Context: an optimization exercise on an open-source flow, tuned for small area. The choices shown serve that exercise and are no tape-out recipe. Function was checked by simulation only, so behaviour that the tests miss may differ from the original. The clock port is modelled as an ideal driver; clocking choices that lean on that would not hold on a real chip. Power figures rest on the tool's default switching activity, not on a simulated workload.

== job 573 ==
Design task2, start of the top module:
module task2 (clock, reset_neg, PS2_clock, PS2_data, finish_flag, neg_edge, overflow, bit_counter, output_data, output_data_2, Seven_Segment_display, Seven_Segment_display_1);
Size in the first run: about 41 I/O pins, roughly 0.0018 mm2 of cells after synthesis.
Settings: LEC_CHECK=0, CAP_MARGIN=20, CORE_MARGIN=2, CORE_UTILIZATION=40, SLEW_MARGIN=20; clock period 10.0 ns.
standard.sh (not shown) runs the stock make flow with config.mk's settings and CLKGATE_MAP_FILE= SYNTH_SCRIPT=/design/flow/synth_recipe.tcl, a recipe that flattens the netlist after the stock synthesis.
==> flow/flow/run.sh <==
#!/bin/bash
# Layout flow.
#  1. the standard synthesis (kept as synth_standard.v for reference).
#  2. Our own synthesis of the same design (own_synth.tcl): the same front end
#     (flattened, no fsm/share passes, registers named after the wires they
#     drive), no adder extraction and an area-oriented ABC mapping. It is used
#     only if its registers (names and cell types) are exactly those of the
#     standard synthesis; otherwise the standard netlist's logic is re-mapped
#     for area with its flip-flops untouched (reopt.tcl).
#  3. the standard layout of that netlist, with port buffers made from
#     buf_1, and a clock tree of
#     clkbuf_4 without dummy loads.
# Each tool writes its own log in this folder.
set -euo pipefail
here=$(pwd)
res=$here/orfs/results/$FLOW_PLATFORM/task2/base
lib=$FLOW_HOME/platforms/sky130hd/lib/sky130_fd_sc_hd__tt_025C_1v80.lib
yosys=$FLOW_HOME/../tools/install/yosys/bin/yosys
export BUFFER_PORTS_ARGS="-buffer_cell sky130_fd_sc_hd__buf_1"
export CTS_ARGS="-sink_clustering_enable -repair_clock_nets -dont_use_dummy_load -buf_list sky130_fd_sc_hd__clkbuf_4"

bash standard.sh $res/1_2_yosys.v > standard_synth.log 2>&1
cp $res/1_2_yosys.v $here/synth_standard.v

flops() { grep -E '^ *sky130_fd_sc_hd__[a-z0-9_]+ ' "$1" | awk '{print $2, $1}' | grep -E ' sky130_fd_sc_hd__(df|edf|sdf|dl)' | sort; }

OS_LIB=$lib OS_IN=$here/design.v OS_TOP=$FLOW_TOP OS_OUT=$here/synth_own.v OS_SCRIPT=$here/flow/area.abc \
  $yosys -c $here/flow/own_synth.tcl > own_synth.log 2>&1 || true
if [[ -s $here/synth_own.v ]] && [[ "$(flops $here/synth_own.v)" == "$(flops $here/synth_standard.v)" ]]; then
  echo "using own synthesis" > synth_choice.txt
  cp $here/synth_own.v $res/1_2_yosys.v
else
  echo "registers differ: re-mapping the standard netlist" > synth_choice.txt
  REOPT_LIB=$lib REOPT_IN=$here/synth_standard.v REOPT_OUT=$here/synth_reopt.v REOPT_TOP=$FLOW_TOP \
  REOPT_SCRIPT=$here/flow/area.abc $yosys -c $here/flow/reopt.tcl > reopt.log 2>&1
  cp $here/synth_reopt.v $res/1_2_yosys.v
fi
flops $res/1_2_yosys.v > registers_used.txt
flops $here/synth_standard.v > registers_standard.txt

bash standard.sh finish > standard_finish.log 2>&1
Other scripts of this flow, unchanged in this note and not shown: flow/flow/area.abc, flow/flow/own_synth.tcl, flow/flow/reopt.tcl
--- input diff job 573..job 7289 ---
--- a/flow/flow/run.sh
+++ b/flow/flow/run.sh
@@ -10,3 +10,3 @@
 #  3. the standard layout of that netlist, with port buffers made from
-#     buf_1, and a clock tree of
+#     buf_1, tie cells shared between constant outputs, and a clock tree of
 #     clkbuf_4 without dummy loads.
@@ -19,2 +19,3 @@
 export BUFFER_PORTS_ARGS="-buffer_cell sky130_fd_sc_hd__buf_1"
+export SKIP_REPAIR_TIE_FANOUT=1
 export CTS_ARGS="-sink_clustering_enable -repair_clock_nets -dont_use_dummy_load -buf_list sky130_fd_sc_hd__clkbuf_4"
## What came out
For job 7289 and job 573, there was not a single run that failed to finish clean.
The fraction of met3 tracks used by global routing on job 7289 is in line with that on job 573.
Job 7289 vs. job 573: static leakage -about 3%; global-route usage ~0 delta.
## Diff of input files: job 9990 against job 7289
--- a/flow/flow/run.sh
+++ b/flow/flow/run.sh
@@ -10,4 +10,4 @@
 #  3. the standard layout of that netlist, with port buffers made from
-#     buf_1, tie cells shared between constant outputs, and a clock tree of
-#     clkbuf_4 without dummy loads.
+#     buf_1, tie cells shared between constant outputs, and the clock
+#     driven to all registers by one clkbuf_16.
 # Each tool writes its own log in this folder.
@@ -20,3 +20,6 @@
 export SKIP_REPAIR_TIE_FANOUT=1
-export CTS_ARGS="-sink_clustering_enable -repair_clock_nets -dont_use_dummy_load -buf_list sky130_fd_sc_hd__clkbuf_4"
+# The clock tree is one clkbuf_16 at the centre of the registers, inserted by
+# flow/pre_cts.tcl; CTS then finds no net left to buffer.
+export PRE_CTS_TCL=$(pwd)/flow/pre_cts.tcl
+export CTS_ARGS="-clk_nets clock -dont_use_dummy_load -buf_list sky130_fd_sc_hd__clkbuf_4"
 
==> flow/flow/pre_cts.tcl (new file) <==
# Drive all register clock pins from one clock buffer placed at their centre.
set block [ord::get_db_block]
set clk_net [$block findNet clock]
set sinks {}
set xs 0; set ys 0
foreach it [$clk_net getITerms] {
  lappend sinks $it
  set bb [[$it getInst] getBBox]
  set xs [expr {$xs + ([$bb xMin] + [$bb xMax]) / 2}]
  set ys [expr {$ys + ([$bb yMin] + [$bb yMax]) / 2}]
}
set n [llength $sinks]
puts "clock sinks: $n"
set master [[ord::get_db] findMaster sky130_fd_sc_hd__clkbuf_16]
set inst [odb::dbInst_create $block $master clkroot_buf]
set net [odb::dbNet_create $block clkroot_net]
$net setSigType CLOCK
foreach it $sinks { $it disconnect; $it connect $net }
[$inst findITerm A] connect $clk_net
[$inst findITerm X] connect $net
$inst setLocation [expr {$xs / $n}] [expr {$ys / $n}]
$inst setPlacementStatus PLACED
Diff job 7289 -> job 9990: relative contribution of combinational cells to total power climbed 0.2 points; combinational power dropped about 0.4%; sequential share of layout area climbed 0.31 points; final cell count without fillers dropped 4.
Edits applied to the flow inputs when going from job 9990 to job 7819:
--- a/flow/flow/run.sh
+++ b/flow/flow/run.sh
@@ -10,4 +10,4 @@
 #  3. the standard layout of that netlist, with port buffers made from
-#     buf_1, tie cells shared between constant outputs, and the clock
-#     driven to all registers by one clkbuf_16.
+#     buf_1, tie cells shared between constant outputs, and a clock tree of
+#     clkbuf_4 without dummy loads.
 # Each tool writes its own log in this folder.
@@ -20,6 +20,3 @@
 export SKIP_REPAIR_TIE_FANOUT=1
-# The clock tree is one clkbuf_16 at the centre of the registers, inserted by
-# flow/pre_cts.tcl; CTS then finds no net left to buffer.
-export PRE_CTS_TCL=$(pwd)/flow/pre_cts.tcl
-export CTS_ARGS="-clk_nets clock -dont_use_dummy_load -buf_list sky130_fd_sc_hd__clkbuf_4"
+export CTS_ARGS="-sink_clustering_enable -repair_clock_nets -dont_use_dummy_load -buf_list sky130_fd_sc_hd__clkbuf_8 -sink_clustering_size 34 -sink_clustering_max_diameter 1000 -sink_clustering_levels 1"
 
removed: flow/flow/pre_cts.tcl
Results
Job 7819 was carried through to the last stage, and its layout satisfied the timing, DRC and antenna checks.
Diff job 9990 and job 7819: sum of routed wire length over all layers lower in job 9990
When job 7819 is measured against job 9990, its cell count turns out 1.4% higher.
Job 7819: combinational share of power 0.6 points below job 9990
Of job 9990 and job 7819, the run reporting the lower utilization of the core after routing was job 9990.
Compared to job 9990, job 7819 shows a narrower setup margin.
Summary — proportion of cell area occupied by registers, job 7819 relative to job 9990: lower, by 1.1 points.

## separate check: timing with driven ports
How much do the figures lean on ideal ports? The routed layouts below were timed once more, with nothing changed but the port constraints. Step 1: set_driving_cell puts a clkbuf_16 on clock and a buf_2 on each other input, an assumption about the parent block. Step 2 adds t to the input delays and takes it off the output delays; t is the mean of the earliest and latest rising clock arrival at the registers after step 1. Input paths then give back, and output paths get back, about the clock's delay inside the block. a / b / c = ideal ports / drivers / drivers and shift; a / b = the first two.
| run | t, ns | setup slack, ns | clock arrival spread, ns | cell pins on the clock port's net |
|---|---|---|---|---|
| job 573 | 0.336 | 3.981 / 3.959 / 4.295 | 0.038 / 0.038 | 1 |
| job 7289 | 0.342 | 3.996 / 3.972 / 4.314 | 0.030 / 0.030 | 1 |
| job 9990 | 0.199 | 4.170 / 4.141 / 4.340 | 0.008 / 0.008 | 1 |
| job 7819 | 0.295 | 4.066 / 4.041 / 4.336 | 0.022 / 0.022 | 1 |
After both steps setup and hold are still met in every run listed.
